What follows belongs to an exercise in optimizing a design on an open flow for small area; a production flow would make more cautious choices.
In this exercise RTL edits were held to simulation tests only and were not proved equivalent to the original.
Power is estimated from default activity; no workload was simulated.

==> design.v <==
module maze_display(
	 input              clk,
	 input      [15:0]  cmd,
	 input      [9:0]   pixel_x,
	 input      [9:0]   pixel_y,
	 input              maze_done,
	 output     [7:0]   pixel_color
);
	 reg [7:0] grid [3:0] [4:0];
	 reg [3:0] wall_pos[3:0][4:0];
	 wire [7:0] unvisited;
	 wire [7:0] visited;
	 wire [7:0] wall;
	 wire [7:0] seven;
	 wire [7:0] twelve;
	 wire [7:0] seventeen;
	 wire [7:0] current;
	 wire [7:0] black;
	 wire [7:0] done;
	 wire [15:0] out;
	 wire 		DONE;
    wire [9:0]  PIXEL_COORD_X;  
    wire [9:0]  PIXEL_COORD_Y;  
    reg [7:0]  PIXEL_COLOR;    
	 assign out = cmd;
	 assign PIXEL_COORD_X = pixel_x;
	 assign PIXEL_COORD_Y = pixel_y;
	 assign DONE = maze_done;
	 assign pixel_color = PIXEL_COLOR;
	 assign unvisited = 8'b11111111;  
	 assign visited 	= 8'b11111100;  
	 assign wall 		= 8'b10001000;  
	 assign seven 		= 8'b11100000;  
	 assign twelve 	= 8'b00011100;  
	 assign seventeen = 8'b00000011;  
	 assign current 	= 8'b00111110;  
	 assign black  	= 8'b00000000;  
	 assign done 		= 8'b11101000;
    always @ (posedge clk) begin
		if (out[15:14] <= 2'd3 && out[13:11] < 3'd5) begin
			if (out[10:8] == 3'b000) begin
				grid[out[15:14]][out[13:11]] <= unvisited;
			end
			else if (out[10:8] == 3'b001) begin
				grid[out[15:14]][out[13:11]] <= visited;
			end
			else if (out[10:8] == 3'b010) begin
				grid[out[15:14]][out[13:11]] <= wall;
			end
			else if (out[10:8] == 3'b011) begin
				grid[out[15:14]][out[13:11]] <= seven;
			end
			else if (out[10:8] == 3'b100) begin
				grid[out[15:14]][out[13:11]] <= twelve;
			end
			else if (out[10:8] == 3'b101) begin
				grid[out[15:14]][out[13:11]] <= seventeen;
			end
			else if (out[10:8] == 3'b110) begin
				grid[out[15:14]][out[13:11]] <= current;
			end
			wall_pos[out[15:14]][out[13:11]] <= out[7:4];
		end
		if(PIXEL_COORD_X <= 10'd4 && PIXEL_COORD_Y >= 10'd0  && PIXEL_COORD_Y <= 10'd320)begin
			PIXEL_COLOR <= wall; 
		end
		else if (PIXEL_COORD_X >= 10'd254 && PIXEL_COORD_X <= 10'd258 && PIXEL_COORD_Y >= 10'd4 && PIXEL_COORD_Y <= 10'd317)begin
			PIXEL_COLOR <= wall; 
		end
		else if(PIXEL_COORD_X >= 10'd0 && PIXEL_COORD_X <= 10'd256	&& PIXEL_COORD_Y <= 10'd4 ) begin
			PIXEL_COLOR <= wall; 
		end
		else if (PIXEL_COORD_X >= 10'd0 && PIXEL_COORD_X <= 10'd256 && PIXEL_COORD_Y >= 10'd318 && PIXEL_COORD_Y <= 10'd320)begin
			PIXEL_COLOR <= wall; 
		end
		else if(PIXEL_COORD_X < 10'd64 &&  PIXEL_COORD_Y < 10'd64)begin  
			PIXEL_COLOR <= grid[2][0];
			if(wall_pos[2][0][2] ==  1'b1) begin 
				if (PIXEL_COORD_X >= 10'd0 && PIXEL_COORD_X <= 10'd64 && PIXEL_COORD_Y >= 10'd60 && PIXEL_COORD_Y <= 10'd64)begin
					PIXEL_COLOR <= wall; 
				end			
			end
			if(wall_pos[2][0][1] ==  1'b1) begin 
				if (PIXEL_COORD_X >= 10'd60 && PIXEL_COORD_X <= 10'd64 && PIXEL_COORD_Y >= 10'd0 && PIXEL_COORD_Y <= 10'd64)begin
					PIXEL_COLOR <= wall; 
				end
			end
		end
		else if(PIXEL_COORD_X < 10'd128 && PIXEL_COORD_X >= 10'd64 && PIXEL_COORD_Y < 10'd64) begin  
			PIXEL_COLOR <= grid[1][0];
			if(wall_pos[1][0][2] ==  1'b1) begin 
				if (PIXEL_COORD_X >= 10'd64 && PIXEL_COORD_X <= 10'd128 && PIXEL_COORD_Y >= 10'd60 && PIXEL_COORD_Y <= 10'd64)begin
					PIXEL_COLOR <= wall; 
				end
			end
			if(wall_pos[1][0][1] ==  1'b1) begin 
				if (PIXEL_COORD_X >= 10'd124 && PIXEL_COORD_X <= 10'd128 && PIXEL_COORD_Y >= 10'd0 && PIXEL_COORD_Y < 10'd64)begin
					PIXEL_COLOR <= wall; 
				end
			end
			if(wall_pos[1][0][3] ==  1'b1) begin 
				if (PIXEL_COORD_X >= 10'd64 && PIXEL_COORD_X <= 10'd68 && PIXEL_COORD_Y >= 10'd0 && PIXEL_COORD_Y < 10'd64)begin
					PIXEL_COLOR <= wall; 
				end
			end
		end
		else if(PIXEL_COORD_X < 10'd192 && PIXEL_COORD_X >= 10'd128 && PIXEL_COORD_Y < 10'd64) begin  
			PIXEL_COLOR <= grid[0][0];
			if(wall_pos[0][0][2] ==  1'b1) begin 
				if (PIXEL_COORD_X >= 10'd128 && PIXEL_COORD_X <= 10'd192 && PIXEL_COORD_Y >= 10'd60 && PIXEL_COORD_Y <= 10'd64)begin
					PIXEL_COLOR <= wall; 
				end
			end
			if(wall_pos[0][0][1] ==  1'b1) begin 
				if (PIXEL_COORD_X >= 10'd188 && PIXEL_COORD_X <= 10'd192 && PIXEL_COORD_Y >= 10'd0 && PIXEL_COORD_Y < 10'd64)begin
					PIXEL_COLOR <= wall; 
				end
			end
			if(wall_pos[0][0][3] ==  1'b1) begin 
				if (PIXEL_COORD_X >= 10'd128 && PIXEL_COORD_X <= 10'd132 && PIXEL_COORD_Y >= 10'd0 && PIXEL_COORD_Y < 10'd64)begin
					PIXEL_COLOR <= wall; 
				end
			end
		end
		else if(PIXEL_COORD_X < 10'd256 && PIXEL_COORD_X >= 10'd192 && PIXEL_COORD_Y < 10'd64)begin  
			PIXEL_COLOR <= grid[3][0];
			if(wall_pos[3][0][2] ==  1'b1) begin 
				if (PIXEL_COORD_X >= 10'd192 && PIXEL_COORD_X <= 10'd256 && PIXEL_COORD_Y >= 10'd60 && PIXEL_COORD_Y <= 10'd64)begin
					PIXEL_COLOR <= wall; 
				end
			end
			if(wall_pos[3][0][3] ==  1'b1) begin 
				if (PIXEL_COORD_X >= 10'd192 && PIXEL_COORD_X <= 10'd196 && PIXEL_COORD_Y >= 10'd0 && PIXEL_COORD_Y < 10'd64)begin
					PIXEL_COLOR <= wall; 
				end
			end
		end
		else if(PIXEL_COORD_X <= 10'd64 && PIXEL_COORD_Y <= 10'd128 && PIXEL_COORD_Y >= 10'd64)begin  
			PIXEL_COLOR <= grid[2][1];
			if(wall_pos[2][1][0] ==  1'b1) begin 
				if (PIXEL_COORD_X >= 10'd0 && PIXEL_COORD_X <= 10'd64 && PIXEL_COORD_Y >= 10'd64 && PIXEL_COORD_Y <= 10'd68)begin
					PIXEL_COLOR <= wall; 
				end
			end
			if(wall_pos[2][1][2] ==  1'b1) begin 
				if (PIXEL_COORD_X >= 10'd0 && PIXEL_COORD_X <= 10'd64 && PIXEL_COORD_Y >= 10'd124 && PIXEL_COORD_Y <= 10'd128)begin
					PIXEL_COLOR <= wall; 
				end
			end
			if(wall_pos[2][1][1] ==  1'b1) begin 
				if (PIXEL_COORD_X >= 10'd60 && PIXEL_COORD_X <= 10'd64 && PIXEL_COORD_Y >= 10'd64 && PIXEL_COORD_Y < 10'd128)begin
					PIXEL_COLOR <= wall; 
				end
			end			
		end
		else if(PIXEL_COORD_X < 10'd128 && PIXEL_COORD_X >= 10'd64 && PIXEL_COORD_Y < 10'd128 && PIXEL_COORD_Y >= 10'd64)begin  
			PIXEL_COLOR <= grid[1][1];
			if(wall_pos[1][1][0] ==  1'b1) begin 
				if (PIXEL_COORD_X >= 10'd64 && PIXEL_COORD_X <= 10'd128 && PIXEL_COORD_Y >= 10'd64 && PIXEL_COORD_Y <= 10'd68)begin
					PIXEL_COLOR <= wall; 
				end
			end
			if(wall_pos[1][1][2] ==  1'b1) begin 
				if (PIXEL_COORD_X >= 10'd64 && PIXEL_COORD_X <= 10'd128 && PIXEL_COORD_Y >= 10'd124 && PIXEL_COORD_Y <= 10'd128)begin
					PIXEL_COLOR <= wall; 
				end
			end
			if(wall_pos[1][1][1] ==  1'b1) begin 
				if (PIXEL_COORD_X >= 10'd124 && PIXEL_COORD_X <= 10'd128 && PIXEL_COORD_Y >= 10'd64 && PIXEL_COORD_Y < 10'd128)begin
					PIXEL_COLOR <= wall; 
				end
			end
			if(wall_pos[1][1][3] ==  1'b1) begin 
				if (PIXEL_COORD_X >= 10'd64 && PIXEL_COORD_X <= 10'd68 && PIXEL_COORD_Y >= 10'd64 && PIXEL_COORD_Y < 10'd128)begin
					PIXEL_COLOR <= wall; 
				end
			end			
		end
		else if(PIXEL_COORD_X < 10'd192 && PIXEL_COORD_X >= 10'd128 && PIXEL_COORD_Y <= 10'd128 && PIXEL_COORD_Y >= 10'd64)begin  
			PIXEL_COLOR <= grid[0][1];
			if(wall_pos[0][1][0] ==  1'b1) begin 
				if (PIXEL_COORD_X >= 10'd128 && PIXEL_COORD_X <= 10'd192 && PIXEL_COORD_Y >= 10'd64 && PIXEL_COORD_Y <= 10'd68)begin
					PIXEL_COLOR <= wall; 
				end
			end
			if(wall_pos[0][1][2] ==  1'b1) begin 
				if (PIXEL_COORD_X >= 10'd128 && PIXEL_COORD_X <= 10'd192 && PIXEL_COORD_Y >= 10'd124 && PIXEL_COORD_Y <= 10'd128)begin
					PIXEL_COLOR <= wall; 
				end
			end
			if(wall_pos[0][1][1] ==  1'b1) begin 
				if (PIXEL_COORD_X >= 10'd188 && PIXEL_COORD_X <= 10'd192 && PIXEL_COORD_Y >= 10'd64 && PIXEL_COORD_Y <= 10'd128)begin
					PIXEL_COLOR <= wall; 
				end
			end
			if(wall_pos[0][1][3] ==  1'b1) begin 
				if (PIXEL_COORD_X >= 10'd128 && PIXEL_COORD_X <= 10'd132 && PIXEL_COORD_Y >= 10'd64 && PIXEL_COORD_Y <= 10'd128)begin
					PIXEL_COLOR <= wall; 
				end
			end			
		end
		else if(PIXEL_COORD_X <= 10'd256 && PIXEL_COORD_X >= 10'd192 && PIXEL_COORD_Y <= 10'd128 && PIXEL_COORD_Y >= 10'd64)begin  
			PIXEL_COLOR <= grid[3][1];
			if(wall_pos[3][1][0] ==  1'b1) begin 
				if (PIXEL_COORD_X >= 10'd192 && PIXEL_COORD_X <= 10'd256 && PIXEL_COORD_Y >= 10'd64 && PIXEL_COORD_Y <= 10'd68)begin
					PIXEL_COLOR <= wall; 
				end
			end
			if(wall_pos[3][1][2] ==  1'b1) begin 
				if (PIXEL_COORD_X >= 10'd192 && PIXEL_COORD_X <= 10'd256 && PIXEL_COORD_Y >= 10'd124 && PIXEL_COORD_Y <= 10'd128)begin
					PIXEL_COLOR <= wall; 
				end
			end
			if(wall_pos[3][1][3] ==  1'b1) begin 
				if (PIXEL_COORD_X >= 10'd192 && PIXEL_COORD_X <= 10'd196 && PIXEL_COORD_Y >= 10'd64 && PIXEL_COORD_Y < 10'd128)begin
					PIXEL_COLOR <= wall; 
				end
			end
		end
		else if(PIXEL_COORD_X <= 10'd64 && PIXEL_COORD_Y <= 10'd192 && PIXEL_COORD_Y >= 10'd128)begin  
			PIXEL_COLOR <= grid[2][2];
			if(wall_pos[2][2][0] ==  1'b1) begin 
				if (PIXEL_COORD_X >= 10'd0 && PIXEL_COORD_X <= 10'd64 && PIXEL_COORD_Y >= 10'd128 && PIXEL_COORD_Y <= 10'd132)begin
					PIXEL_COLOR <= wall; 
				end
			end
			if(wall_pos[2][2][2] ==  1'b1) begin 
				if (PIXEL_COORD_X >= 10'd0 && PIXEL_COORD_X <= 10'd64 && PIXEL_COORD_Y >= 10'd188 && PIXEL_COORD_Y <= 10'd192)begin
					PIXEL_COLOR <= wall; 
				end
			end
			if(wall_pos[2][2][1] ==  1'b1) begin 
				if (PIXEL_COORD_X >= 10'd60 && PIXEL_COORD_X <= 10'd64 && PIXEL_COORD_Y >= 10'd128 && PIXEL_COORD_Y < 10'd192)begin
					PIXEL_COLOR <= wall; 
				end
			end
		end
		else if(PIXEL_COORD_X <= 10'd128 && PIXEL_COORD_X >= 10'd64 && PIXEL_COORD_Y <= 10'd192 && PIXEL_COORD_Y >= 10'd128)begin  
			PIXEL_COLOR <= grid[1][2];
			if(wall_pos[1][2][0] ==  1'b1) begin 
				if (PIXEL_COORD_X >= 10'd64 && PIXEL_COORD_X <= 10'd128 && PIXEL_COORD_Y >= 10'd128 && PIXEL_COORD_Y <= 10'd132)begin
					PIXEL_COLOR <= wall; 
				end
			end
			if(wall_pos[1][2][2] ==  1'b1) begin 
				if (PIXEL_COORD_X >= 10'd64 && PIXEL_COORD_X <= 10'd128 && PIXEL_COORD_Y >= 10'd188 && PIXEL_COORD_Y <= 10'd192)begin
					PIXEL_COLOR <= wall; 
				end
			end
			if(wall_pos[1][2][1] ==  1'b1) begin 
				if (PIXEL_COORD_X >= 10'd124 && PIXEL_COORD_X <= 10'd128 && PIXEL_COORD_Y >= 10'd128 && PIXEL_COORD_Y <= 10'd192)begin
					PIXEL_COLOR <= wall; 
				end
			end
			if(wall_pos[1][2][3] ==  1'b1) begin 
				if (PIXEL_COORD_X >= 10'd64 && PIXEL_COORD_X <= 10'd68 && PIXEL_COORD_Y >= 10'd128 && PIXEL_COORD_Y <= 10'd192)begin
					PIXEL_COLOR <= wall; 
				end
			end
		end
		else if(PIXEL_COORD_X < 10'd192 && PIXEL_COORD_X >= 10'd128 && PIXEL_COORD_Y < 10'd192 && PIXEL_COORD_Y >= 10'd128)begin  
			PIXEL_COLOR <= grid[0][2];
			if(wall_pos[0][2][0] ==  1'b1) begin 
				if (PIXEL_COORD_X >= 10'd128 && PIXEL_COORD_X <= 10'd192 && PIXEL_COORD_Y >= 10'd128 && PIXEL_COORD_Y <= 10'd132)begin
					PIXEL_COLOR <= wall; 
				end
			end
			if(wall_pos[0][2][2] ==  1'b1) begin 
				if (PIXEL_COORD_X >= 10'd128 && PIXEL_COORD_X <= 10'd192 && PIXEL_COORD_Y >= 10'd188 && PIXEL_COORD_Y <= 10'd192)begin
					PIXEL_COLOR <= wall; 
				end
			end
			if(wall_pos[0][2][1] ==  1'b1) begin 
				if (PIXEL_COORD_X >= 10'd188 && PIXEL_COORD_X <= 10'd192 && PIXEL_COORD_Y >= 10'd128 && PIXEL_COORD_Y <= 10'd192)begin
					PIXEL_COLOR <= wall; 
				end
			end
			if(wall_pos[0][2][3] ==  1'b1) begin 
				if (PIXEL_COORD_X >= 10'd128 && PIXEL_COORD_X <= 10'd132 && PIXEL_COORD_Y >= 10'd128 && PIXEL_COORD_Y <= 10'd192)begin
					PIXEL_COLOR <= wall; 
				end
			end
		end
		else if(PIXEL_COORD_X < 10'd256 && PIXEL_COORD_X >= 10'd192 && PIXEL_COORD_Y < 10'd192 && PIXEL_COORD_Y >= 10'd128)begin  
			PIXEL_COLOR <= grid[3][2];
			if(wall_pos[3][2][0] ==  1'b1) begin 
				if (PIXEL_COORD_X >= 10'd192 && PIXEL_COORD_X <= 10'd256 && PIXEL_COORD_Y >= 10'd128 && PIXEL_COORD_Y <= 10'd132)begin
					PIXEL_COLOR <= wall; 
				end
			end
			if(wall_pos[3][2][2] ==  1'b1) begin 
				if (PIXEL_COORD_X >= 10'd192 && PIXEL_COORD_X <= 10'd256 && PIXEL_COORD_Y >= 10'd188 && PIXEL_COORD_Y <= 10'd192)begin
					PIXEL_COLOR <= wall; 
				end
			end
			if(wall_pos[3][2][3] ==  1'b1) begin 
				if (PIXEL_COORD_X >= 10'd192 && PIXEL_COORD_X <= 10'd196 && PIXEL_COORD_Y >= 10'd128 && PIXEL_COORD_Y <= 10'd192)begin
					PIXEL_COLOR <= wall; 
				end
			end
		end
		else if(PIXEL_COORD_X < 10'd64 && PIXEL_COORD_Y < 10'd256 && PIXEL_COORD_Y >= 10'd192)begin  
			PIXEL_COLOR <= grid[2][3];
			if(wall_pos[2][3][0] ==  1'b1) begin 
				if (PIXEL_COORD_X >= 10'd0 && PIXEL_COORD_X <= 10'd64 && PIXEL_COORD_Y >= 10'd192 && PIXEL_COORD_Y <= 10'd196)begin
					PIXEL_COLOR <= wall; 
				end
			end
			if(wall_pos[2][3][2] ==  1'b1) begin 
				if (PIXEL_COORD_X >= 10'd0 && PIXEL_COORD_X <= 10'd64 && PIXEL_COORD_Y >= 10'd252 && PIXEL_COORD_Y <= 10'd256)begin
					PIXEL_COLOR <= wall; 
				end
			end
			if(wall_pos[2][3][1] ==  1'b1) begin 
				if (PIXEL_COORD_X >= 10'd60 && PIXEL_COORD_X <= 10'd64 && PIXEL_COORD_Y >= 10'd192 && PIXEL_COORD_Y < 10'd256)begin
					PIXEL_COLOR <= wall; 
				end
			end
		end
		else if(PIXEL_COORD_X < 10'd128 && PIXEL_COORD_X >= 10'd64 && PIXEL_COORD_Y < 10'd256 && PIXEL_COORD_Y >= 10'd192)begin  
			PIXEL_COLOR <= grid[1][3];
			if(wall_pos[1][3][0] ==  1'b1) begin 
				if (PIXEL_COORD_X >= 10'd64 && PIXEL_COORD_X <= 10'd128 && PIXEL_COORD_Y >= 10'd192 && PIXEL_COORD_Y <= 10'd196)begin
					PIXEL_COLOR <= wall; 
				end
			end
			if(wall_pos[1][3][2] ==  1'b1) begin 
				if (PIXEL_COORD_X >= 10'd64 && PIXEL_COORD_X <= 10'd128 && PIXEL_COORD_Y >= 10'd252 && PIXEL_COORD_Y <= 10'd256)begin
					PIXEL_COLOR <= wall; 
				end
			end
			if(wall_pos[1][3][1] ==  1'b1) begin 
				if (PIXEL_COORD_X >= 10'd124 && PIXEL_COORD_X <= 10'd128 && PIXEL_COORD_Y >= 10'd192 && PIXEL_COORD_Y <= 10'd256)begin
					PIXEL_COLOR <= wall; 
				end
			end
			if(wall_pos[1][3][3] ==  1'b1) begin 
				if (PIXEL_COORD_X >= 10'd64 && PIXEL_COORD_X <= 10'd68 && PIXEL_COORD_Y >= 10'd192&& PIXEL_COORD_Y <= 10'd256)begin
					PIXEL_COLOR <= wall; 
				end
			end
		end
		else if(PIXEL_COORD_X < 10'd192 && PIXEL_COORD_X >= 10'd128 && PIXEL_COORD_Y < 10'd256 && PIXEL_COORD_Y >= 10'd192)begin  
			PIXEL_COLOR <= grid[0][3];
			if(wall_pos[0][3][0] ==  1'b1) begin 
				if (PIXEL_COORD_X >= 10'd128 && PIXEL_COORD_X <= 10'd192 && PIXEL_COORD_Y >= 10'd192 && PIXEL_COORD_Y <= 10'd196)begin
					PIXEL_COLOR <= wall; 
				end
			end
			if(wall_pos[0][3][2] ==  1'b1) begin 
				if (PIXEL_COORD_X >= 10'd128 && PIXEL_COORD_X <= 10'd192 && PIXEL_COORD_Y >= 10'd252 && PIXEL_COORD_Y <= 10'd256)begin
					PIXEL_COLOR <= wall; 
				end
			end
			if(wall_pos[0][3][1] ==  1'b1) begin 
				if (PIXEL_COORD_X >= 10'd188 && PIXEL_COORD_X <= 10'd192 && PIXEL_COORD_Y >= 10'd192 && PIXEL_COORD_Y <= 10'd256)begin
					PIXEL_COLOR <= wall; 
				end
			end
			if(wall_pos[0][3][3] ==  1'b1) begin 
				if (PIXEL_COORD_X >= 10'd128 && PIXEL_COORD_X <= 10'd132 && PIXEL_COORD_Y >= 10'd192 && PIXEL_COORD_Y <= 10'd256)begin
					PIXEL_COLOR <= wall; 
				end
			end
		end
		else if(PIXEL_COORD_X < 10'd256 && PIXEL_COORD_X >= 10'd192 && PIXEL_COORD_Y < 10'd256 && PIXEL_COORD_Y >= 10'd192)begin  
			PIXEL_COLOR <= grid[3][3];
			if(wall_pos[3][3][0] ==  1'b1) begin 
				if (PIXEL_COORD_X >= 10'd192 && PIXEL_COORD_X <= 10'd256 && PIXEL_COORD_Y >= 10'd192 && PIXEL_COORD_Y <= 10'd196)begin
					PIXEL_COLOR <= wall; 
				end
			end
			if(wall_pos[3][3][2] ==  1'b1) begin 
				if (PIXEL_COORD_X >= 10'd192 && PIXEL_COORD_X <= 10'd256 && PIXEL_COORD_Y >= 10'd252 && PIXEL_COORD_Y <= 10'd256)begin
					PIXEL_COLOR <= wall; 
				end
			end
			if(wall_pos[3][3][3] ==  1'b1) begin 
				if (PIXEL_COORD_X >= 10'd192 && PIXEL_COORD_X <= 10'd196 && PIXEL_COORD_Y >= 10'd192 && PIXEL_COORD_Y <= 10'd256)begin
					PIXEL_COLOR <= wall; 
				end
			end
		end
		else if(PIXEL_COORD_X < 10'd64 && PIXEL_COORD_Y < 10'd320 && PIXEL_COORD_Y >= 10'd256)begin  
			PIXEL_COLOR <= grid[2][4];
			if(wall_pos[2][4][0] ==  1'b1) begin 
				if (PIXEL_COORD_X >= 10'd0 && PIXEL_COORD_X <= 10'd64 && PIXEL_COORD_Y >= 10'd256 && PIXEL_COORD_Y <= 10'd260)begin
					PIXEL_COLOR <= wall; 
				end
			end
			if(wall_pos[2][4][1] ==  1'b1) begin 
				if (PIXEL_COORD_X >= 10'd60 && PIXEL_COORD_X <= 10'd64 && PIXEL_COORD_Y >= 10'd256 && PIXEL_COORD_Y < 10'd320)begin
					PIXEL_COLOR <= wall; 
				end
			end
		end
		else if(PIXEL_COORD_X < 10'd128 && PIXEL_COORD_X >= 10'd64 && PIXEL_COORD_Y < 10'd320 && PIXEL_COORD_Y >= 10'd256)begin  
			PIXEL_COLOR <= grid[1][4];
			if(wall_pos[1][4][0] ==  1'b1) begin 
				if (PIXEL_COORD_X >= 10'd64 && PIXEL_COORD_X <= 10'd128 && PIXEL_COORD_Y >= 10'd256 && PIXEL_COORD_Y <= 10'd260)begin
					PIXEL_COLOR <= wall; 
				end
			end
			if(wall_pos[1][4][1] ==  1'b1) begin 
				if (PIXEL_COORD_X >= 10'd124 && PIXEL_COORD_X <= 10'd128 && PIXEL_COORD_Y >= 10'd256 && PIXEL_COORD_Y <= 10'd320)begin
					PIXEL_COLOR <= wall; 
				end
			end
			if(wall_pos[1][4][3] == 1'b1) begin 
				if (PIXEL_COORD_X >= 10'd64 && PIXEL_COORD_X <= 10'd68 && PIXEL_COORD_Y >= 10'd256 && PIXEL_COORD_Y <= 10'd320)begin
					PIXEL_COLOR <= wall; 
				end
			end
		end
		else if(PIXEL_COORD_X < 10'd192 && PIXEL_COORD_X >= 10'd128 && PIXEL_COORD_Y < 10'd320 && PIXEL_COORD_Y >= 10'd256)begin  
			PIXEL_COLOR <= grid[0][4];
			if(wall_pos[0][4][0] ==  1'b1) begin 
				if (PIXEL_COORD_X >= 10'd128 && PIXEL_COORD_X <= 10'd192 && PIXEL_COORD_Y >= 10'd256 && PIXEL_COORD_Y <= 10'd260)begin
					PIXEL_COLOR <= wall; 
				end
			end
			if(wall_pos[0][4][1] ==  1'b1) begin 
				if (PIXEL_COORD_X >= 10'd188 && PIXEL_COORD_X <= 10'd192 && PIXEL_COORD_Y >= 10'd256 && PIXEL_COORD_Y <= 10'd320)begin
					PIXEL_COLOR <= wall; 
				end
			end
			if(wall_pos[0][4][3] ==  1'b1) begin 
				if (PIXEL_COORD_X >= 10'd128 && PIXEL_COORD_X <= 10'd132 && PIXEL_COORD_Y >= 10'd256 && PIXEL_COORD_Y <= 10'd320)begin
					PIXEL_COLOR <= wall; 
				end
			end
		end
		else if(PIXEL_COORD_X < 10'd256 && PIXEL_COORD_X >= 10'd192 && PIXEL_COORD_Y < 10'd320 && PIXEL_COORD_Y >= 10'd256)begin  
			PIXEL_COLOR <= grid[3][4];
			if(wall_pos[3][4][0] ==  1'b1) begin 
				if (PIXEL_COORD_X >= 10'd192 && PIXEL_COORD_X <= 10'd256 && PIXEL_COORD_Y >= 10'd256 && PIXEL_COORD_Y <= 10'd260)begin
					PIXEL_COLOR <= wall; 
				end
			end
			if(wall_pos[3][4][3] ==  1'b1) begin 
				if (PIXEL_COORD_X >= 10'd192 && PIXEL_COORD_X <= 10'd196 && PIXEL_COORD_Y >= 10'd256 && PIXEL_COORD_Y <= 10'd320)begin
					PIXEL_COLOR <= wall; 
				end
			end
		end
		else if (PIXEL_COORD_X >= 10'd384 && PIXEL_COORD_X < 10'd448 && PIXEL_COORD_Y <= 10'd192 && PIXEL_COORD_Y >= 10'd128) begin
			if (DONE) begin
				PIXEL_COLOR <= done;
			end
			else begin
				PIXEL_COLOR <= black;
			end
		end
		else begin
			PIXEL_COLOR <=  8'b000_000_00;  
		end
	 end
endmodule
==> run.sh <==
#!/bin/bash
# synth_recipe.tcl (not shown) runs the flow's synth.tcl, then flattens the netlist and writes it again
# the make line also repeats each setting of config.mk as NAME=value (left out here)
make -C /OpenROAD-flow-scripts/flow DESIGN_CONFIG=/design/flow/config.mk WORK_HOME=/design/flow/orfs CLKGATE_MAP_FILE= SYNTH_SCRIPT=/design/flow/synth_recipe.tcl finish
==> config.mk <==
export PLATFORM = sky130hd
export DESIGN_NAME = maze_display
export DESIGN_NICKNAME = maze_display
export VERILOG_FILES = /design/flow/design.v
export SDC_FILE = /design/flow/constraint.sdc
export NUM_CORES = 4
export LEC_CHECK = 0
export CAP_MARGIN = 20
export CORE_MARGIN = 2
export CORE_UTILIZATION = 40
export SLEW_MARGIN = 20
==> constraint.sdc <==
create_clock -name core_clock -period 10.0 [get_ports {clk}]
set_input_delay 2.0000 -clock core_clock [delete_from_list [all_inputs] [get_ports {clk}]]
set_output_delay 2.0000 -clock core_clock [all_outputs]
set_load 0.01 [all_outputs]
==> results by group, run 1 <==
Status
  – Status: finished clean

Placement
  – GPL Wtd Cong: between 1 and 1.5
  – Placed standard-cell area: roughly 0.011 mm^2
  – Post-DP HPWL: ~22000 um
  – IO Port Bufs: 41

Power
  – P_leak: roughly 3.8 nW
  – Clock power share: around two fifths
  – Internal power: 0.001564 W
  – Net Sw Power: about 0.0005 W
  – PwrDens: roughly 180 mW/mm^2
  – Seq pwr share: around 50%
  – Sw Ratio: a little under a quarter
  – Comb power frac: under 10%
  – Worst vdd ir: between 0.1 and 0.15 mV
  – Total Power: 0.002051 W

Synth
  – Synth Flop Type: edfxtp_1
  – Main combinational cell family by area after synthesis: simple AND/OR/NAND/NOR gates
  – Yosys Warn Count: 1
  – Async set-reset flop share out of synthesis: 0%
  – Seq cells post-synth: 209
  – Adder-cell share of the synthesized area: approximately 1.2%
  – Mapped Area: about 0.0098 mm^2
  – Netlist cell types: 86
  – Number of flops mapped to enable cells by yosys: ~200
  – Seq/Total Area, Yosys: between 60% and 70%
  – Gate Count Post-Synth: between 700 and 800
  – Avg Inst Size Synth: approximately 12 um^2
  – Xor-xnor portion of the synthesized cell area: 0.3588%
  – Syn Nets: approximately 840
  – Post-synthesis mux area share: 0%
  – Post-synthesis compound-gate area fraction: roughly 14%
  – Post-Synth Simple-Gate Area: a little under a fifth

Detailed routing
  – DR vias/cell: around 6.2
  – Initial DRC Count: 884
  – TritonRoute pass-1 iters: 6
  – Drt drc: 0
  – Via Count: between 7000 and 8000
  – Final WL: roughly 30000 um
  – WL per Instance: ~26 um
  – Detail Route Antenna Nets: 0

Critical path
  – Worst reg2reg path depth: 7
  – Crit path launch: pixel_y[6]
  – R2R setup slack: about 7500 ps
  – Worst Setup Path Type: in2reg
  – Critical path capture point type: flop
  – Critical path startpoint category: primary input
  – Worst EP required: around 10000 ps
  – Worst EP arrival: ~5800 ps
  – CP max FO: 18
  – Reg2reg start: wall_pos[15][1]
  – Reg-to-Reg End: PIXEL_COLOR[5]

CTS
  – CTS Sinks: 209
  – Clock Pin Slew Worst Setup and Hold Paths: ~60 ps
  – CTS Buf Count: 23
  – Clock Tree Buf Depth: 3
  – CTS Hold Bufs: 0
  – H-tree depth: 1
  – Setup Buffers After CTS: 0
  – Skew-Pair Late Insertion Delay: 510 ps
  – # resized after CTS: 0
  – Root Buffer: clkbuf_16
  – CTS tree: built

Timing
  – Clock skew: ~12 ps
  – Final setup violation count: 0
  – Fmax: between 150 and 200 MHz
  – Clock period minus worst slack: roughly 5400 ps
  – Crit share post-route: ~54%
  – RSZ-0062 raised after global routing: false
  – Final hold viol count: 0
  – Relative slew margins: 22.82%
  – Worst Max-Slew Pin Slew: around 1200 ps
  – Hold Slack: roughly 640 ps
  – Slew Viols, Final: 0
  – Setup TNS: 0 ps

Cells and area
  – Layout cells sized above 1: approximately 8.7%
  – P&R area growth vs syn: 15.55%
  – Fill count: roughly 2200
  – Multi-input logic area: between 0.003 and 0.004 mm^2
  – Reg area: between 0.006 and 0.007 mm^2
  – Most frequent cells in the layout: edfxtp_1, nor2_1, nand2_1, nand3_1, clkdlybuf4s50_1
  – Most common cell after layout, fill and taps aside: edfxtp_1
  – Post-layout net count: slightly below 900
  – Final instance area: 0.01128 mm^2
  – Ant diodes: 0

Hold path
  – Min-delay src: grid[13][4]
  – Hold Crit Class: reg2reg
  – Min-Delay Endpoint: PIXEL_COLOR[4]
  – Worst hold path depth: 2

GRT
  – Largest net degree at the start of global routing: 21
  – Initial antenna violation count: 0
  – Total gr overflow: 0
  – Vias in the first global route: 7173
  – First-pass GRT wire length: about 46000 um
  – GR Util All Layers: a little under a quarter

Die
  – Die width: ~160 um
  – CORE AREA: approximately 0.024 mm^2
  – Die Ht: about 160 um
  – Starting Density: between 40 and 50%
  – Io pins: 46
  – Row count: 57
  – Die area: between 0.02 and 0.03 mm^2

Run
  – # Max-Cap Violations: 0
[flip-flops by register name (all words and copies together) (netlist names)]
| signal | flops |
|---|---|
| grid | 140 |
| PIXEL_COLOR | 7 |
| wall_pos | 62 |
[worst max-delay path, stage by stage]
cell             delay (ps)
clkdlybuf4s50_1        1030
a21boi_1                920
nor3_1                  170
a2111oi_2               760
a22oi_1                 220
a41oi_1                 260
o21ai_0                 160
o211ai_1                260
[per-layer routing]
layer / wire length [um] / vias up / GRT usage [%] / share of wire [%]
met2: 14170 / 386 / 38.35 / 46
met1: 12890 / 3642 / 32.96 / 42
li1: - / 3265 / - / -
met3: 2711 / 71 / 4.987 / 8.8
met5: 0 / - / 0 / 0
met4: 970 / 0 / 7.330 / 3.2
[worst max-delay path by stage]
stage / depth (start not counted) / to / slack, ps
after CTS: 10 / grid[9][6] / 4650
after detailed placement: 10 / grid[9][1] / 4140
after floorplan: 10 / grid[11][0] / 5400
after global routing: 10 / grid[9][7] / 4420
after global placement: 9 / PIXEL_COLOR[5] / 4170
final: 8 / PIXEL_COLOR[6] / 4620
[cells by family after synthesis]
logic type	Yosys count
AO/OA/AOI/OAI	191
flip-flops	209
AND/OR/NAND/NOR	331
XOR/XNOR	4
adder cells (fa/ha/maj)	9
buffers and inverters	47
[layout make-up]
class | instances | share of cell area [%]
flip-flops and latches | 209 | 55.01
multi-input cells | 535 | 29.74
clock buffers | 26 | 5.202
repair buffers | 54 | 4.503
well taps | 324 | 3.594
clock inverters | 15 | 1.420
inverters | 16 | 0.5324
[cells in the mapped netlist (7+ instances only)]
master | instances | share of area [%]
edfxtp_1 | 202 | 62
o21ai_1 | 8 | 0.41
a21oi_1 | 30 | 1.5
o211ai_1 | 7 | 0.54
nand2_1 | 62 | 2.4
or3_1 | 10 | 0.64
a31oi_1 | 14 | 0.90
nand4_1 | 22 | 1.4
a22oi_1 | 11 | 0.85
a32o_1 | 8 | 0.82
and3_1 | 15 | 0.96
buf_2 | 12 | 0.62
o21ai_0 | 32 | 1.6
inv_1 | 16 | 0.62
nor2b_1 | 10 | 0.64
dfxtp_1 | 7 | 1.4
nand3_1 | 46 | 2.4
nor4_1 | 12 | 0.77
nor3_1 | 22 | 1.1
ha_1 | 8 | 1.0
nor2_1 | 75 | 2.9
a32oi_1 | 8 | 0.72
and2_1 | 8 | 0.51
clkbuf_1 | 17 | 0.65
[through the flow]
| step | utilization (%) | worst slack [ps] | instances |
|---|---|---|---|
| 4_1_cts | 46.80 | 4653 | 1179 |
| 3_3_place_gp | 43.70 | 4168 | 1138 |
| 6_report | 46.80 | 4617 | 1179 |
| 2_1_floorplan | - | 5396 | 791 |
| 3_5_place_dp | 43.70 | 4143 | 1138 |
| 5_1_grt | 46.80 | 4425 | 1179 |
[power groups by stage]
stage | registers (W) | logic, W | clock network (W)
detailed placement | 0.00105 | 0.000168 | 0
finish | 0.00103 | 0.000173 | 0.000845
floorplan | 0.00105 | 0.0000880 | 0
global placement | 0.00105 | 0.000166 | 0
CTS | 0.00103 | 0.000169 | 0.000851
global route | 0.00104 | 0.000184 | 0.000889
==> run 2, diff against run 1 <==
==> design.v (replaced) <==
module maze_display(
    input              clk,
    input      [15:0]  cmd,
    input      [9:0]   pixel_x,
    input      [9:0]   pixel_y,
    input              maze_done,
    output     [7:0]   pixel_color
);
    function [3:0] wmask(input integer c, input integer r);
        begin
            wmask = 4'b1111;
            if (r == 0) wmask[0] = 1'b0;
            if (r == 4) wmask[2] = 1'b0;
            if (c == 2) wmask[3] = 1'b0;
            if (c == 3) wmask[1] = 1'b0;
        end
    endfunction
    reg [2:0] colr [0:19];
    reg [3:0] wall [0:19];
    wire [2:0] code = cmd[10:8];
    genvar gc, gr;
    generate
        for (gr = 0; gr < 5; gr = gr + 1) begin : row
            for (gc = 0; gc < 4; gc = gc + 1) begin : col
                wire we = (cmd[15:14] == gc) && (cmd[13:11] == gr);
                always @(posedge clk)
                    if (we && code != 3'd7) colr[gr*4+gc] <= code;
                always @(posedge clk)
                    if (we) wall[gr*4+gc] <= cmd[7:4];
            end
        end
    endgenerate
    wire [9:0] x = pixel_x;
    wire [9:0] y = pixel_y;
    wire [5:0] xl = x[5:0];
    wire [5:0] yl = y[5:0];
    wire x64  = (x == 10'd64);
    wire x128 = (x == 10'd128);
    wire y128 = (y == 10'd128);
    wire y192 = (y == 10'd192);
    wire xlt65  = (x < 10'd65);
    wire xlt128 = (x < 10'd128);
    wire xlt129 = (x < 10'd129);
    wire ymid1 = (y >= 10'd64)  && (y < 10'd193);    
    wire ymid2 = (y >= 10'd129) && (y < 10'd193);    
    wire sc0 = (x < 10'd64) || (x64 && ymid1);
    wire sc1 = (x > 10'd64 && x < 10'd128) || (x64 && !ymid1) || (x128 && ymid2);
    wire sc2 = (x > 10'd128 && x < 10'd192) || (x128 && !ymid2);
    wire sc3 = (x >= 10'd192) && (x < 10'd257);
    wire y128a = y128 && (xlt65 || !xlt128);    
    wire y128b = y128 && !xlt65 && xlt128;      
    wire r0 = (y < 10'd64);
    wire r1 = (y >= 10'd64 && y < 10'd128) || y128a;
    wire r2 = (y > 10'd128 && y < 10'd192) || y128b || (y192 && xlt129);
    wire r3 = (y > 10'd192 && y < 10'd256) || (y192 && !xlt129);
    wire r4 = (y >= 10'd256) && (y < 10'd318);
    wire [3:0] sc = {sc3, sc2, sc1, sc0};
    wire [4:0] rr = {r4, r3, r2, r1, r0};
    localparam [7:0] MAPC = {2'd3, 2'd0, 2'd1, 2'd2};
    reg [2:0] mc;
    reg [3:0] mw;
    integer i, j;
    always @* begin
        mc = 3'd0;
        mw = 4'd0;
        for (j = 0; j < 5; j = j + 1)
            for (i = 0; i < 4; i = i + 1)
                if (rr[j] && sc[i]) begin
                    mc = mc | colr[j*4 + MAPC[2*i +: 2]];
                    mw = mw | (wall[j*4 + MAPC[2*i +: 2]] & wmask(MAPC[2*i +: 2], j));
                end
    end
    wire incell = (|rr) && (|sc);
    wire yq = y128a || (y192 && xlt129);
    wire dN = (yl <= 6'd4) && !yq;
    wire dS = (yl >= 6'd60) || yq;
    wire dE = ((xl >= 6'd60) && !((y128 || y192) && xlt65))
            || (x64 && ymid1 && !y128 && !y192)
            || (x128 && ymid2);
    wire dW = (xl <= 6'd4) && !(x128 && ymid2) && !(y128 && x >= 10'd192);
    wire hit = (dN && mw[0]) || (dE && mw[1]) || (dS && mw[2]) || (dW && mw[3]);
    wire ww = (x <= 10'd4 && y <= 10'd320)
           || (x >= 10'd254 && x <= 10'd258 && y >= 10'd4 && y <= 10'd317)
           || (x <= 10'd256 && y <= 10'd4)
           || (x <= 10'd256 && y >= 10'd318 && y <= 10'd320);
    wire dn = (x >= 10'd384) && (x < 10'd448) && (y >= 10'd128) && (y <= 10'd192);
    reg [2:0] k;
    reg       z;
    always @(posedge clk) begin
        z <= !(ww || incell || (dn && maze_done));
        k <= (ww || hit) ? 3'd2 : (incell ? mc : 3'd7);
    end
    reg [7:0] pc;
    always @* begin
        case (k)
            3'd0: pc = 8'hFF;
            3'd1: pc = 8'hFC;
            3'd2: pc = 8'h88;
            3'd3: pc = 8'hE0;
            3'd4: pc = 8'h1C;
            3'd5: pc = 8'h03;
            3'd6: pc = 8'h3E;
            default: pc = 8'hE8;
        endcase
    end
    assign pixel_color = z ? 8'h00 : pc;
endmodule
==> run 2 against run 1 <==
  * Final area shrank 39%
  * Non-clock buffer count is 8 lower
  * Register-to-register slack lost 230 ps
  * Clock skew decreased by 8.1 ps
  * Critical endpoint is now k[2]
  * Final cell count down 42%
  * Worst hold slack improved by 120 ps
  * First-iteration DRC count shrank 22%
  * Global-route usage is 1.9 points lower
  * Critical path type unchanged
  * Synthesized area down 42%
  * Routed wire length decreased by 48%
==> results by group, run 2 <==
Cells and area
  – Ant diodes: 0
  – Layout Cells excl Fill: ~690
  – Most frequent cells in the layout: edfxtp_1, nor2_1, clkdlybuf4s50_1, nand2_1
  – Post-layout net count: 533
  – Multi-input logic area: about 0.0018 mm^2
  – Fill count: approximately 1200
  – Most common cell after layout, fill and taps aside: edfxtp_1
  – Layout cells sized above 1: a little over a tenth
  – Max FFs per register: slightly above 60
  – P&R area growth vs syn: 20.93%
  – Reg area: approximately 0.0037 mm^2

Synth
  – Syn Nets: 488
  – Mapped Area: 0.005662 mm^2
  – Yosys Warn Count: 3
  – Avg Inst Size Synth: 12.58 um^2
  – Async set-reset flop share out of synthesis: 0%
  – Area leader, netlist: edfxtp_1
  – Seq cells post-synth: between 100 and 150
  – Gate Count Post-Synth: 450
  – Yosys top cell area share: roughly 65%
  – Synth Flop Type: edfxtp_1
  – Top post-synthesis cells by area: edfxtp_1, nor2_1, a22oi_1, a21oi_1, a222oi_1
  – Synth cell count leaders: edfxtp_1, nor2_1, nand2_1
  – Netlist cell types: 62
  – Number of flops mapped to enable cells by yosys: 122
  – Seq/Total Area, Yosys: roughly two thirds
  – Most common cell in the synthesized netlist: edfxtp_1

CTS
  – Clock Pin Slew Worst Setup and Hold Paths: around 60 ps
  – Clock Tree Buf Depth: 2
  – Root Buffer: clkbuf_16
  – CTS Sinks: between 100 and 150
  – CTS tree: built
  – Setup Buffers After CTS: 0
  – H-tree depth: 4
  – Skew-Pair Late Insertion Delay: roughly 410 ps
  – CTS Hold Bufs: 0
  – # resized after CTS: 0
  – CTS Buf Count: 17

Timing
  – RSZ-0062 raised after global routing: false
  – Slew Viols, Final: 0
  – Relative slew margins: between 20% and 30%
  – Crit share post-route: roughly 58%
  – Final setup violation count: 0
  – Fmax: about 170 MHz
  – Final hold viol count: 0
  – Setup TNS: 0 ps
  – Clock period minus worst slack: between 5000 and 6000 ps
  – Worst Max-Slew Pin Slew: between 1000 and 1500 ps
  – Clock skew: 4.242 ps

Detailed routing
  – Final WL: roughly 16000 um
  – WL per Instance: 23.16 um
  – Via Count: about 4200
  – Detail Route Antenna Nets: 0
  – Drt drc: 0
  – Initial DRC Count: slightly below 700
  – TritonRoute pass-1 iters: 10
  – DR vias/cell: a little over 6

Critical path
  – Worst Setup Path Type: in2reg
  – CP max FO: 13
  – Critical path startpoint category: primary input
  – Worst EP required: roughly 10000 ps
  – Critical path capture point type: flop
  – Worst EP arrival: 6050 ps

Die
  – CORE AREA: 0.01383 mm^2
  – Row count: 43
  – Io pins: 46
  – Die Ht: 123.0 um
  – Die width: between 100 and 150 um
  – Die area: around 0.015 mm^2
  – Starting Density: between 40% and 50%

Power
  – Seq pwr share: 46.7%
  – Internal power: 0.0009878 W
  – P_leak: between 2 and 2.5 nW
  – Comb power frac: slightly above 6%
  – Net Sw Power: approximately 0.00029 W
  – Sw Ratio: between 20% and 30%
  – Worst vdd ir: between 0.08 and 0.09 mV
  – PwrDens: 186.1 mW/mm^2
  – Clock power share: 47.2%

GRT
  – Initial antenna violation count: 0
  – GR Util All Layers: 22.07%
  – Largest net degree at the start of global routing: 22
  – First-pass GRT wire length: approximately 24000 um
  – Total gr overflow: 0
  – Vias in the first global route: approximately 4200

Run
  – # Max-Cap Violations: 0

Placement
  – IO Port Bufs: just over 40
  – Number of cells after detailed placement: 656
  – Post-DP HPWL: between 10000 and 15000 um
  – GPL Wtd Cong: between 0.9 and 1

Hold path
  – Hold Crit Class: reg2reg

Status
  – Status: finished clean
## run 2: changes by cell type after synthesis, sizes merged, moves of 10 or more
cell / change
inv: -13
buf: -12
and3: -13
nor3: -16
nand3: -36
a22oi: +10
edfxtp: -80
nand2: -38
o21ai: -28
a21oi: -10
nand4: -16
## run 2: final timing paths
kind | from | endpoint | slack (ps) | cells past startpoint
worst max-delay path | pixel_x[7] | k[2] | 4220 | 9
worst min register to register | colr[18][1] | k[1] | 760 | 4
worst max register to register | wall[4][3] | k[1] | 7260 | 7
worst min-delay path | colr[18][1] | k[1] | 760 | 4
## run 2: cell families after synthesis
| family | Yosys count | share of synthesized area (%) |
|---|---|---|
| and+or+nand+nor | 171 | 15.25 |
| DFF | 126 | 66.12 |
| AOI/OAI and AO/OA | 125 | 16.02 |
| buffers and inverters | 23 | 1.724 |
| muxes | 3 | 0.5746 |
| xor gates and xnor gates | 2 | 0.3094 |
## run 2: power by group through the flow
stage	logic, W	clock network [W]	registers, W
finish	0.0000773	0.000601	0.000595
global route	0.0000835	0.000629	0.000596
CTS	0.0000765	0.000607	0.000595
detailed placement	0.0000761	0	0.000606
global placement	0.0000751	0	0.000606
floorplan	0.0000360	0	0.000603
## run 2: metal layers
layer / share of wire [%] / GRT usage, % / vias to the layer above
met2: 47 / 34.19 / 206
met4: 2.6 / 8.878 / 0
met3: 8.8 / 5.950 / 35
met1: 42 / 29.65 / 2076
li1: - / - / 1909
met5: 0 / 0 / -
## run 2: worst max-delay path: stages
cell and delay, ps:
clkdlybuf4s50_1 640, nor4b_2 960, o21ai_0 410, a21boi_0 900
o21ai_0 330, a21oi_1 220, nor4_1 80, o221ai_1 370
nor4_1 130
## run 2: layout make-up
| type | instances | share of cell area (%) |
|---|---|---|
| well taps | 180 | 3.289 |
| clock inverters | 15 | 2.376 |
| flip-flops and latches | 126 | 54.68 |
| inverters | 3 | 0.1645 |
| repair buffers | 46 | 6.542 |
| clock buffers | 17 | 6.213 |
| multi-input cells | 301 | 26.74 |
## run 2: per-stage QoR
stage / area (um^2) / util, % / hold slack [ps] / setup slack [ps] / total power, W
global placement: 6259 / 45.26 / 730.4 / 3900 / 0.0006808
finish: 6847 / 49.52 / 764.4 / 4221 / 0.001274
detailed placement: 6259 / 45.26 / 739.8 / 3969 / 0.0006822
global route: 6847 / 49.52 / 788.8 / 4157 / 0.001309
floorplan: 5662 / - / 616.7 / 5312 / 0.0006395
CTS: 6847 / 49.52 / 751.7 / 4391 / 0.001279

what the ideal ports hide:
How much do the figures lean on ideal ports? The routed layouts below were timed once more, with nothing changed but the port constraints. Step 1: set_driving_cell puts a clkbuf_16 on clk and a buf_2 on each other input, an assumption about the parent block. Step 2 also shifts input and output timing later by t, the mid clock arrival at the registers, as if the neighbouring blocks saw the same clock. Slacks: ideal ports / drivers / drivers and shift; pairs: ideal ports / drivers.
run | t (ns) | setup slack, ns | worst slew at a driven data input, ns
run 1 | 0.544 | 4.617 / 4.632 / 4.088 | 0.04
run 2 | 0.453 | 4.221 / 4.239 / 3.787 | 0.04
After both steps setup and hold are still met in every run listed. For run 1, which loses most, drivers alone change the setup slack by +0.015 ns; drivers and shift together by -0.529 ns.
